Background: an optimization exercise with open tools, aiming at small area and a short achievable clock period. Do not read the settings as production practice. Where RTL was checked, it was by simulation tests only, not by an equivalence proof against the original. The RTL of runs 2 to 4 was laid out without a check of its function.

--- flow/run.sh ---
#!/bin/bash
# synth_recipe.tcl (not shown) runs the flow's synth.tcl, then flattens the netlist and writes it again
# the make line also repeats each setting of config.mk as NAME=value (left out here)
make -C /OpenROAD-flow-scripts/flow DESIGN_CONFIG=/design/flow/config.mk WORK_HOME=/design/flow/orfs CLKGATE_MAP_FILE= SYNTH_SCRIPT=/design/flow/synth_recipe.tcl finish
--- flow/constraint.sdc ---
create_clock -name core_clock -period 7.0 [get_ports {clk}]
set_input_delay 1.4000 -clock core_clock [delete_from_list [all_inputs] [get_ports {clk}]]
set_output_delay 1.4000 -clock core_clock [all_outputs]
set_load 0.01 [all_outputs]
--- flow/design.v ---
module sigma_delta_dac_3rdorder(
  input clk,
  input reset_n,
  input [15:0] d, 
  output reg q
);
wire clk_ena=1'b1;
wire [23:0] w_data_in_p0;
wire [23:0] w_data_err_p0;
wire [23:0] w_data_int_p0;
reg  [23:0] r_data_fwd_p1;
assign w_data_in_p0  = { {5{!d[15]}}, d[14:0],4'b0 };
assign w_data_err_p0 = w_data_in_p0 - w_data_qt_p2;
assign w_data_int_p0 = { {3{w_data_err_p0[23]}}, w_data_err_p0[22:2] }  
                     + r_data_fwd_p1;
always @(negedge reset_n or posedge clk)
  if (!reset_n)
    r_data_fwd_p1 <= 24'd0;
  else if (clk_ena)
    r_data_fwd_p1 <= w_data_int_p0;
wire [23:0] w_data_fb1_p1;
wire [23:0] w_data_fb2_p1;
wire [23:0] w_data_lpf_p1;
reg  [23:0] r_data_lpf_p2;
assign w_data_fb1_p1 = { {3{r_data_fwd_p1[23]}}, r_data_fwd_p1[22:2] }  
                     - { {3{w_data_qt_p2[23]}},  w_data_qt_p2[22:2] };  
assign w_data_fb2_p1 = w_data_fb1_p1
                     - { {14{r_data_fwd_p2[23]}}, r_data_fwd_p2[22:13] };  
assign w_data_lpf_p1 = w_data_fb2_p1 + r_data_lpf_p2;
always @(negedge reset_n or posedge clk)
  if (!reset_n)
    r_data_lpf_p2 <= 24'd0;
  else if (clk_ena)
    r_data_lpf_p2 <= w_data_lpf_p1;
wire [23:0] w_data_fb3_p1;
wire [23:0] w_data_int_p1;
reg  [23:0] r_data_fwd_p2;
assign w_data_fb3_p1 = { {2{w_data_lpf_p1[23]}}, w_data_lpf_p1[22:1] }  
                     - { {2{w_data_qt_p2[23]}},  w_data_qt_p2[22:1] };  
assign w_data_int_p1 = w_data_fb3_p1 + r_data_fwd_p2;
always @(negedge reset_n or posedge clk)
  if (!reset_n)
    r_data_fwd_p2 <= 24'd0;
  else if (clk_ena)
    r_data_fwd_p2 <= w_data_int_p1;
wire [23:0] w_data_qt_p2;
assign w_data_qt_p2 = (r_data_fwd_p2[23]) ? 24'hF00000 : 24'h100000;
always @(negedge reset_n or posedge clk)
  if (!reset_n)
    q <= 1'b0;
  else if (clk_ena)
    q <= ~r_data_fwd_p2[23];
endmodule
--- flow/config.mk ---
export PLATFORM = sky130hd
export DESIGN_NAME = sigma_delta_dac_3rdorder
export DESIGN_NICKNAME = sigma_delta_dac_3rdorder
export VERILOG_FILES = /design/flow/design.v
export SDC_FILE = /design/flow/constraint.sdc
export NUM_CORES = 4
export LEC_CHECK = 0
export CAP_MARGIN = 20
export CORE_MARGIN = 2
export CORE_UTILIZATION = 40
export SLEW_MARGIN = 20
==> run summary, run 1 <==
Synth Area in XOR/XNOR=about 8.5%; root buf cell=clkbuf_16; Post-Synth Adder-Cell Area=between 20% and 30%; final design area excluding fillers=approximately 7900 sq um; Initial Util=a little over 40%; row count=49; number of hold buffers added after cts=0; synthesized net count=roughly 980; worst setup margin=around 1800 ps; Via Count=about 5600; Final Max Tran Viols=0; clock skew=around 6.6 ps; Tightest Pin Transition=about 600 ps; worst-skew pair later-pin latency=~340 ps; Post-synth ARST share=between 90% and 100%; Post-synth EDFFs=0; CTS sink cnt=71; layout cell share with drive strength beyond 1=between 3 and 4%; final setup fails=0; post-DR vias/cell=between 5 and 6; Hold Path Class=reg2reg; simple-gate share of the synthesized area=between 10% and 20%; Synth Cell Area=7190 sq um; # Max-Cap Violations=0; RePlAce Congestion=between 0.8 and 0.9; CP required=just over 7000 ps; Post-DP HPWL=between 10 and 15 mm; Finished Core Util=between 40 and 50%; 1st-iter DRT viols=276; Startpoint Class=flop; core area=17800 sq um; # diodes=0; DRC violations left=0; syn avg cell area=8.69 sq um; H-tree levels=3; Compound-Gate Fraction of Synth Area=18.0%; initial antenna violation count=0; Port Buffers=18; Yosys Warn Count=1; Synth area leaders=dfrtp_1 (25%), ha_1 (19%), inv_1 (8.6%), fa_1 (7.5%), xnor2_1 (5.4%); mux cell area share after synthesis=less than 1%; largest net degree at the start of global routing=72; Syn Inst Count=between 800 and 900; RSZ-0062 raised after global routing=no; flops & latches, synth=71; wirelength, routed=around 16 mm; area delta synth->final=10.3%; CTS clock-pin slew for the worst setup and hold paths=60 ps; # nets final=approximately 1000; Max clock buf depth=2; CP arrival=5410 ps; Antenna Nets Post-Route=0; total global routing overflow=0; pre-CTS WS=~1900 ps; endpoints failing hold=0; status=finished clean; slew margin rel.=about 60%; # resized after CTS=0; vias in the first global route=about 5500; critical path fanouts, max=5; fin crit share=between 70% and 80%; CTS tree=done; post-CTS setup buffer count=0; placed cell areas=7590 sq um; fin crit period=between 5000 and 6000 ps; Layout fillers=around 1800; CP Class=reg2reg; Seq/Total Area, Yosys=around a quarter; Die ar.=~19000 sq um; Worst Setup End Kind=flop; Fin Setup TNS=0 ps; Synth cell types=64; cts bufs inserted=9; leading area contributor after synthesis=dfrtp_1; Synth top area share=between 20 and 25%; gr usage total=17.3%; Die H=138 microns; first-pass GRT wire length=26.9 mm; largest family of logic cells by synthesized area=adder cells; drt wl/cell=between 10 and 15 microns; IO Count=19; Post-synth top flop=dfrtp_1; die width=between 100 and 150 microns; drt first pass iters=6; Fmax achieved=roughly 0.19 GHz
## worst paths after layout
kind	start	end	slack [ps]	cells past startpoint
max in group asynchronous	reset_n	r_data_fwd_p2[18]	5390	2
min	r_data_fwd_p2[0]	r_data_fwd_p2[0]	480	1
max	r_data_fwd_p1[2]	r_data_fwd_p2[23]	1850	20
max reg2reg	r_data_fwd_p1[2]	r_data_fwd_p2[23]	1850	20
min in group asynchronous	reset_n	r_data_fwd_p1[16]	1030	1
min reg2reg	r_data_fwd_p2[0]	r_data_fwd_p2[0]	480	1
## flip-flops by register name, summed over array words and instances (netlist names)
name / cells
q: 1
r_data_fwd_p1: 22
r_data_lpf_p2: 24
r_data_fwd_p2: 24
## kinds of logic after synthesis
family | count (synthesis)
AO/OA/AOI/OAI | 195
buffers and inverters | 180
AND/OR/NAND/NOR | 173
adder cells (fa/ha/maj) | 136
flip-flops | 71
XOR/XNOR | 70
multiplexers | 2
## stage by stage
step | hold slack [ps] | instances
finish | 481 | 1076
global route | 515 | 1076
CTS | 486 | 1075
detailed placement | 471 | 1059
global placement | 466 | 1059
floorplan | 456 | 827
## final cells by class
cell class / instances / area (sq um) / area share, %
well taps: 229 / 287 / 3.61
clock buffers: 9 / 225 / 2.84
multi-input cells: 576 / 4720 / 59.6
flip-flops and latches: 71 / 1780 / 22.4
clock inverters: 7 / 96.3 / 1.21
inverters: 164 / 616 / 7.76
repair buffers: 20 / 205 / 2.59
## cell usage after synthesis, types with 6 or more instances
| cell type | count |
|---|---|
| a211oi_1 | 7 |
| a21o_1 | 34 |
| a21oi_1 | 60 |
| a31oi_1 | 6 |
| and2_1 | 10 |
| and3_1 | 7 |
| clkbuf_1 | 12 |
| dfrtp_1 | 71 |
| fa_1 | 27 |
| ha_1 | 109 |
| inv_1 | 164 |
| nand2_1 | 51 |
| nand3_1 | 17 |
| nand4_1 | 11 |
| nor2_1 | 30 |
| nor3_1 | 13 |
| o211ai_1 | 11 |
| o21a_1 | 11 |
| o21ai_0 | 22 |
| o21bai_1 | 8 |
| xnor2_1 | 44 |
| xor2_1 | 26 |
## metal layers
| metal | vias to the layer above | GRT usage (%) | part of all wire, % |
|---|---|---|---|
| met3 | 20 | 3.43 | 3.5 |
| met2 | 105 | 29.4 | 47 |
| met1 | 2587 | 22.6 | 47 |
| met4 | 0 | 4.99 | 1.7 |
| li1 | 2839 | - | - |
| met5 | - | 0 | 0 |
## layout by cell type (no fill, tap or decap), types with 3 or more instances in the layout
master / count
and3_1: 7
o31ai_1: 3
o21ai_1: 4
nand4_1: 11
ha_1: 109
nor3b_1: 4
nor3_1: 13
nor2_1: 30
o21a_1: 11
a311oi_1: 3
or4_1: 3
nand2_1: 51
clkbuf_16: 9
a31oi_1: 6
o21bai_1: 8
a21oi_1: 60
fa_1: 27
and2_1: 10
a211oi_1: 7
nand2b_1: 5
a211o_1: 3
o21ai_0: 22
nand3_1: 17
nor2b_1: 5
dfrtp_1: 71
xor2_1: 26
xnor2_1: 44
inv_1: 164
clkdlybuf4s50_1: 17
a21o_1: 34
clkinvlp_4: 3
o211ai_1: 11
o2111ai_1: 3
## worst max-delay path, stage by stage, from the launching register on
cell and delay [ps]:
dfrtp_1 340, inv_1 50, ha_1 290, fa_1 420
inv_1 60, ha_1 150, inv_1 50, fa_1 400
nor2b_1 120, o21ai_1 80, a21oi_1 370, o2111ai_1 370
nand3_1 140, nor4bb_1 460, fa_1 510, ha_1 360
a21o_1 190, or2_2 280, o31ai_1 210, a211oi_1 90
o211ai_1 100
==> run 2, diff against run 1 <==
==> flow/design.v (replaced) <==
module sigma_delta_dac_3rdorder(
  input clk,
  input reset_n,
  input [15:0] d,
  output reg q
);
reg  [21:0] a;
reg  [23:0] l;
reg  [23:0] f;
wire        s = f[23];
wire [21:0] a_in = { {5{~s}}, d[15], ~d[15], d[14:0] };
wire [21:0] a_nx = a + a_in;
wire [23:0] o2 = { {2{a[21]}}, a };
wire [23:0] o3 = { {5{~s}}, s, {8{~s}}, ~f[22:13] };
wire [23:0] x  = l ^ o2 ^ o3;
wire [23:0] y  = { (l[22:0] & o2[22:0]) | (l[22:0] & o3[22:0]) | (o2[22:0] & o3[22:0]), 1'b1 };
wire [24:0] l_sum = {1'b0, x} + {1'b0, y};
wire [23:0] fc = { f[23:19] + {~s, ~s, ~s, ~s, 1'b1}, f[18:0] };
wire [23:0] xs = { 1'b0, x[23:1] };
wire [23:0] ys = { 1'b0, y[23:1] };
wire [23:0] s1 = fc ^ xs ^ ys;
wire [23:0] c1 = (fc & xs) | (fc & ys) | (xs & ys);
wire [23:0] t  = s1 + { c1[22:0], x[0] };
wire [23:0] f_nx = { t[23] ^ l_sum[23] ^ l_sum[24], t[22:0] };
always @(negedge reset_n or posedge clk)
  if (!reset_n) begin
    a <= 22'd0;
    l <= 24'd0;
    f <= 24'd0;
    q <= 1'b0;
  end else begin
    a <= a_nx;
    l <= l_sum[23:0];
    f <= f_nx;
    q <= ~s;
  end
endmodule
==> run summary, run 2 <==
status=finished clean; Initial Util=41.0%; syn avg cell area=around 9.6 sq um; critical path fanouts, max=15; CTS sink cnt=a little over 70; Synth top area share=27.3%; Final Max Tran Viols=0; largest net degree at the start of global routing=between 70 and 80; commonest non-fill, non-tap cell in the layout=inv_1; Hold Path Class=reg2reg; post-CTS setup buffer count=0; total global routing overflow=0; root buf cell=clkbuf_16; hold path depth=1; # Max-Cap Violations=0; H-tree levels=3; R2R depth=12; storage element area=1780 sq um; worst hold start=a[0]; Critical Path Most Common Cell=fa_1; initial antenna violation count=0; row count=46; Post-synth EDFFs=0; wirelength, routed=14.4 mm; CTS clock-pin slew for the worst setup and hold paths=60 ps; DRC violations left=0; worst setup margin=between 2000 and 3000 ps; Largest regs=f x24, l x24, a x22; Fin Setup TNS=0 ps; final setup fails=0; vias in the first global route=around 5100; Yosys Warn Count=1; # diodes=0; # nets final=~850; pre-CTS WS=2630 ps; Worst R2R Start=f[23]; RePlAce Congestion=approximately 0.88; area delta synth->final=11.3%; fin crit period=4260 ps; Post-synth ARST share=100%; critical path's slowest cell=dfrtp_1; worst-skew pair later-pin latency=~340 ps; Placed Cells=just over 900; Port Buffers=18; post-DR vias/cell=between 5 and 6; number of hold buffers added after cts=0; cells along the critical path=fa_1 -> inv_1 -> fa_1 -> ha_1 -> a21oi_1 -> o21ai_0 -> a31oi_1 -> o41ai_2 -> a221oi_2 -> o211ai_1 -> xnor2_1 -> xnor3_1; CP arrival=4470 ps; Tightest Pin Transition=around 940 ps; drt wl/cell=around 16 microns; Antenna Nets Post-Route=0; cts bufs inserted=9; Max clock buf depth=2; Layout fillers=around 1500; CP required=roughly 7200 ps; RSZ-0062 raised after global routing=no; clock skew=7.20 ps; drt first pass iters=5; crit-path max cell delay=870 ps; Startpoint Class=flop; Fmax achieved=0.235 GHz; gr usage total=between 15 and 20%; Synth area leaders=dfrtp_1 (27%), fa_1 (15%), ha_1 (14%), inv_1 (6.8%), xnor2_1 (5.8%); Hold Slack=roughly 500 ps; leading area contributor after synthesis=dfrtp_1; fin crit share=approximately three fifths; Synth top cells by count=inv_1 (118), dfrtp_1 (71), ha_1 (71); IO Count=19; CTS tree=done; flops & latches, synth=71; Post-DP HPWL=roughly 12 mm; Syn Inst Count=682; Worst Setup End Kind=flop; # resized after CTS=0; first-pass GRT wire length=roughly 25 mm; Reg2Reg Setup Slack=between 2000 and 3000 ps; CP Class=reg2reg; Post-synth top flop=dfrtp_1; layout cell share with drive strength beyond 1=under 10%; Hold Path End=a[0]; most frequent cells in the layout=inv_1 (118), ha_1 (71), dfrtp_1 (71); footprint of the multi-input gates=around 4300 sq um; core area=15900 sq um; Synth Cell Area=~6500 sq um; Die ar.=between 15000 and 20000 sq um; endpoints failing hold=0; die width=~130 microns; Via Count=4826; synthesized net count=slightly above 800; slew margin rel.=between 30 and 40%; Critical R2R Capture=f[23]; Die H=around 130 microns; post-route insts no fill=928; 1st-iter DRT viols=about 230; count leader, synth=inv_1; Seq/Total Area, Yosys=27.3%; Synth cell types=between 50 and 60
==> run 2: cell families after synthesis <==
group / synth area share [%]
xor+xnor: 8.68
flops: 27.3
compound gates: 17.2
simple gates: 10.9
fa+ha+maj: 29.0
buf+inv: 6.97
==> run 2: how the worst max path moves through the flow <==
stage / startpoint / to / slack (ps) / cells past startpoint
after floorplan: f[23] / f[23] / 3310 / 12
after global placement: d[0] / a[20] / 2690 / 12
after detailed placement: d[0] / a[20] / 2630 / 12
after CTS: f[23] / f[23] / 2760 / 12
after global routing: f[23] / f[23] / 2530 / 12
final: f[23] / f[23] / 2740 / 12
==> run 2: metal layers <==
layer	global-route usage [%]	wire length [microns]	vias to the layer above
li1	-	-	2374
met1	24.6	7000	2327
met2	28.5	6590	98
met3	2.12	397	27
met4	7.79	445	0
met5	0	0	-
==> run 2: critical path: cells and delay by family (launching register included) <==
family | cells | cell delay, ps
fa+ha+maj | 3 | 1330
compound gates | 6 | 1250
flops | 1 | 870
xor+xnor | 2 | 570
buf+inv | 1 | 110
==> run 2: layout make-up <==
class / count / area share (%)
Clock inverter: 3 / 0.587
Inverter: 118 / 6.11
Clock buffer: 12 / 3.54
Multi-Input combinational cell: 490 / 59.1
Timing Repair Buffer: 18 / 2.45
Tap cell: 216 / 3.73
Sequential cell: 71 / 24.5
==> run 2: per-stage QoR <==
step | utilization [%] | cell area, sq um
4_1_cts | 45.6 | 7250
6_report | 45.6 | 7250
2_1_floorplan | - | 6520
3_3_place_gp | 43.8 | 6950
3_5_place_dp | 43.8 | 6950
5_1_grt | 45.6 | 7250
==> run 3, diff against run 2 <==
--- a/flow/config.mk
+++ b/flow/config.mk
@@ -8,4 +8,5 @@
 export CAP_MARGIN = 20
 export CORE_MARGIN = 2
 export CORE_UTILIZATION = 40
+export SETUP_SLACK_MARGIN = 4.0
 export SLEW_MARGIN = 20
==> run summary, run 3 <==
Fin Setup TNS=0 ps; largest net degree at the start of global routing=approximately 70; fin crit share=54.1%; Post-synth EDFFs=0; first-pass GRT wire length=27.4 mm; Startpoint Class=flop; drt first pass iters=5; row count=46; Yosys Warn Count=1; Post-synth top flop=dfrtp_1; root buf cell=clkbuf_16; CP required=7230 ps; Port Buffers=18; worst-skew pair later-pin latency=approximately 350 ps; Fmax achieved=0.264 GHz; most frequent cells in the layout=inv_1 (100), buf_4 (73), dfrtp_1 (64); Synth Cell Area=between 6000 and 7000 sq um; Antenna Nets Post-Route=0; H-tree levels=3; total global routing overflow=0; final setup fails=0; Worst Setup End Kind=flop; vias in the first global route=between 5000 and 6000; core area=between 15000 and 20000 sq um; endpoints failing hold=0; cts bufs inserted=9; Post-DP HPWL=between 10 and 15 mm; count leader, synth=inv_1; layout cell share with drive strength beyond 1=31.8%; RSZ-0062 raised after global routing=yes; Synth top cells by count=inv_1 (118), dfrtp_1 (71), ha_1 (71); status=finished clean; # Max-Cap Violations=0; DRC violations left=0; Initial Util=~40%; Tightest Pin Transition=between 900 and 1000 ps; leading area contributor after synthesis=dfrtp_1; number of hold buffers added after cts=0; slew margin rel.=a little under two fifths; IO Count=19; drt wl/cell=~17 microns; critical path fanouts, max=2; die width=approximately 130 microns; clock skew=around 8.0 ps; CP Class=reg2reg; Via Count=roughly 5400; # nets final=about 930; Syn Inst Count=about 680; RePlAce Congestion=about 0.85; Hold Path Class=reg2reg; Synth top area share=a little over a quarter; post-route insts no fill=1011; flops & latches, synth=71; wirelength, routed=around 18 mm; Synth cell types=between 50 and 60; fin crit period=3790 ps; 1st-iter DRT viols=~390; Final Max Tran Viols=0; synthesized net count=~820; initial antenna violation count=0; CTS clock-pin slew for the worst setup and hold paths=approximately 60 ps; Die ar.=17300 sq um; Placed Cells=slightly above 900; Seq/Total Area, Yosys=27.3%; Max clock buf depth=2; post-DR vias/cell=approximately 5.4; Synth area leaders=dfrtp_1 (27%), fa_1 (15%), ha_1 (14%), inv_1 (6.8%), xnor2_1 (5.8%); Largest regs=f x24, l x24, a x22; syn avg cell area=~9.6 sq um; area delta synth->final=35.7%; Post-synth ARST share=100%; commonest non-fill, non-tap cell in the layout=inv_1; CTS sink cnt=just over 70; # diodes=0; CTS tree=done; Die H=approximately 130 microns; CP arrival=4020 ps; gr usage total=about 20%
run 3: cell counts after synthesis:
Identical to the previous run, type by type.
run 3: area by class of cell:
class,count,area (sq um)
timing repair buffer,100,838
clock inverter,3,42.5
tap,216,270
sequential,71,1790
fill,1323,7050
multi-input combinational,490,5200
clock buffer,13,250
inverter,118,447
run 3: worst max-delay path, cell delays in order, from the launching register on:
cell and delay, ps:
dfrtp_2 410, inv_2 50, fa_1 540, inv_2 60, fa_1 540, inv_2 50, ha_4 150, inv_2 40
fa_2 210, nor2b_2 50, o21ai_2 140, a21boi_2 90, o211ai_1 290, a21boi_2 130, o311ai_2 290, or4b_4 510
o311ai_2 100
run 3: final timing paths:
kind	slack, ps	to	from	cells past startpoint
worst max register to register	3210	f[14]	f[14]	16
worst max-delay path	3210	f[14]	f[14]	16
worst min register to register	550	a[0]	a[0]	1
min in group asynchronous	1200	a[6]	reset_n	1
max in group asynchronous	5080	f[23]	reset_n	1
worst min-delay path	550	a[0]	a[0]	1
run 3: layer usage:
metal | GRT usage (%) | wire [microns] | vias up
met3 | 3.05 | 688 | 25
met4 | 6.28 | 283 | 0
met5 | 0 | 0 | -
li1 | - | - | 2544
met1 | 26.3 | 7930 | 2723
met2 | 33.7 | 8660 | 122
run 3: cell families after synthesis:
family | after synthesis | synth area share (%)
xor gates and xnor gates | 63 | 8.68
adders and majority gates | 121 | 29.0
and+or+nand+nor | 142 | 10.9
buffers and inverters | 121 | 6.97
AOI/OAI and AO/OA | 164 | 17.2
DFF | 71 | 27.3
run 3: what timing repair did:
action / CTS / global route
setup buffers: 50 / 32
pin swaps: 63 / 79
resized for setup: 125 / 69
setup endpoints to repair: 36 / 38
run 3: stage by stage:
stage / instance area (sq um) / util (%) / setup slack, ps / hold WS [ps]
floorplan: 6630 / - / 3530 / 530
global placement: 7060 / 44.5 / 3060 / 541
global route: 8840 / 55.6 / 3110 / 567
CTS: 8280 / 52.1 / 3260 / 542
detailed placement: 7060 / 44.5 / 3040 / 547
finish: 8840 / 55.6 / 3210 / 554
==> run 4, diff against run 3 <==
--- a/flow/config.mk
+++ b/flow/config.mk
@@ -5,8 +5,8 @@
 export SDC_FILE = /design/flow/constraint.sdc
 export NUM_CORES = 4
 export LEC_CHECK = 0
+export ABC_AREA = 1
 export CAP_MARGIN = 20
 export CORE_MARGIN = 2
 export CORE_UTILIZATION = 40
-export SETUP_SLACK_MARGIN = 4.0
 export SLEW_MARGIN = 20
==> run summary, run 4 <==
status=finished clean; fin crit period=around 4000 ps; Die H=roughly 140 microns; most frequent cells in the layout=nand2_1 (185), inv_1 (181), ha_1 (71), dfrtp_1 (71), a21oi_1 (60); total global routing overflow=0; CP required=a little over 7000 ps; leading area contributor after synthesis=dfrtp_1; drt first pass iters=5; Syn Inst Count=912; Hold Path Class=reg2reg; Synth top cells by count=nand2_1 (185), inv_1 (181), dfrtp_1 (71), ha_1 (71), a21oi_1 (60); CTS tree=done; Die ar.=about 19000 sq um; flops & latches, synth=~70; number of hold buffers added after cts=0; Post-synth EDFFs=0; slew margin rel.=49.3%; Final Max Tran Viols=0; CP Class=reg2reg; root buf cell=clkbuf_16; drt wl/cell=approximately 16 microns; worst-skew pair later-pin latency=around 350 ps; worst setup margin=3100 ps; Critical R2R Capture=f[23]; critical path fanouts, max=15; gr usage total=roughly 20%; row count=roughly 50; IO Count=19; Post-DP HPWL=about 15 mm; critical path's slowest cell=dfrtp_1; die width=between 100 and 150 microns; post-CTS setup buffer count=0; Compound-Gate Fraction of Synth Area=between 10% and 20%; Yosys Warn Count=1; final setup fails=0; Seq/Total Area, Yosys=roughly a quarter; # nets final=~1100; vias in the first global route=5977; Initial Util=about two fifths; worst hold start=a[0]; Synth Cell Area=approximately 7200 sq um; synthesized net count=1051; DRC violations left=0; Synth top area share=~25%; CTS clock-pin slew for the worst setup and hold paths=approximately 60 ps; count leader, synth=nand2_1; Placed Cells=1159; clock skew=8.69 ps; # Max-Cap Violations=0; Startpoint Class=flop; CTS sink cnt=between 70 and 80; # diodes=0; mux cell area share after synthesis=0%; Largest regs=f x24, l x24, a x22; Worst Setup End Kind=flop; Reg2Reg Setup Slack=~3100 ps; Via Count=approximately 5800; Synth area leaders=dfrtp_1 (25%), fa_1 (14%), ha_1 (12%), nand2_1 (9.6%), inv_1 (9.4%); cts bufs inserted=9; fin crit share=between 50% and 60%; Antenna Nets Post-Route=0; Critical Path Most Common Cell=nand2_1; Tightest Pin Transition=761 ps; Fin Setup TNS=0 ps; Worst R2R Start=f[23]; pre-CTS WS=approximately 3100 ps; RSZ-0062 raised after global routing=no; Synth Area in XOR/XNOR=7.41%; wirelength, routed=~18 mm; Hold Path End=a[0]; core area=approximately 18000 sq um; Max clock buf depth=2; RePlAce Congestion=between 0.8 and 0.9; Post-Synth Adder-Cell Area=26.2%; R2R depth=17; syn avg cell area=~8 sq um; area delta synth->final=11.6%; simple-gate share of the synthesized area=21.3%; endpoints failing hold=0; 1st-iter DRT viols=roughly 330; hold path depth=1; CP arrival=approximately 4100 ps; Fmax achieved=about 0.26 GHz; crit-path max cell delay=just over 800 ps; largest family of logic cells by synthesized area=adder cells; initial antenna violation count=0; post-route insts no fill=around 1200; first-pass GRT wire length=roughly 30 mm; Post-synth ARST share=between 90% and 100%; # resized after CTS=0; H-tree levels=3; Synth cell types=37; cells along the critical path=inv_1 -> ha_1 -> a21oi_1 -> nand2_1 -> xor2_1 -> fa_1 -> ha_1 -> nand2_1 -> inv_1 -> nand2_1 -> nand2_1 -> a21oi_1 -> nand4_1 -> nand2_1 -> nand2_1 -> nand3_1 -> nand2_1; Post-synth top flop=dfrtp_1; commonest non-fill, non-tap cell in the layout=nand2_1; layout cell share with drive strength beyond 1=under 10%; post-DR vias/cell=4.92; Port Buffers=18; largest net degree at the start of global routing=72
==> run 4: final cells by class <==
cell class	instances	area [sq um]
clock inverters	7	145
inverters	181	679
well taps	229	287
repair buffers	18	181
multi-input cells	660	4750
clock buffers	9	225
fillers	1801	9790
flip-flops and latches	71	1780
==> run 4: how the worst max path moves through the flow <==
stage | from | to | slack, ps | cells after the start
global route | f[23] | f[23] | 2720 | 18
floorplan | f[23] | f[23] | 3600 | 17
detailed placement | f[23] | f[23] | 3140 | 17
CTS | f[23] | f[23] | 3130 | 17
global placement | f[23] | f[23] | 3240 | 17
finish | f[23] | f[23] | 3100 | 17
==> run 4: kinds of logic after synthesis <==
group,count (synthesis)
AOI/OAI and AO/OA,132
xor gates and xnor gates,61
adders and majority gates,121
buffers and inverters,181
DFF,71
and+or+nand+nor,346
==> run 4: metrics by stage <==
stage               hold slack [ps]  utilization [%]  instance area (sq um)
CTS                             526             45.1                   8040
detailed placement              517             43.0                   7670
global route                    561             45.1                   8050
floorplan                       478                -                   7210
global placement                497             43.0                   7670
finish                          515             45.1                   8050
==> run 4: worst max-delay path: cells and delay by family, from the launching register on <==
kind	cells	cell delay [ps]
compound gates	2	390
xor+xnor	1	160
fa+ha+maj	3	1270
buf+inv	2	440
flops	1	830
simple gates	9	700
==> run 4: per-layer routing <==
layer,vias to the layer above,share of wire [%],GRT usage [%]
li1,2961,-,-
met4,0,2.0,5.42
met5,-,0,0
met2,96,47,33.5
met3,23,3.0,3.39
met1,2703,48,28.2

[re-timing with driven ports]
The flow's constraints put no driver on any port. The routed layouts listed below were extracted and timed again, unchanged, in two steps. Step 1 assumes that a clkbuf_16 drives the clock port and a buf_2 every other input. Step 2 also shifts input and output timing later by t, the mid clock arrival at the registers, as if the neighbouring blocks saw the same clock. Slacks: ideal / step 1 / step 2; pairs: ideal / step 1.
run	shift t [ns]	setup WS [ns]	latest minus earliest clock arrival (ns)
run 1	0.380	1.848 / 1.848 / 1.848	0.007 / 0.006
run 2	0.371	2.737 / 2.737 / 2.602	0.007 / 0.007
run 3	0.383	3.214 / 3.214 / 3.214	0.008 / 0.008
run 4	0.390	3.099 / 3.099 / 3.099	0.009 / 0.009
After both steps every run listed still meets setup and hold. The setup slack of run 2, which loses most, moves by 0.000 ns with the drivers and by -0.135 ns with both steps.
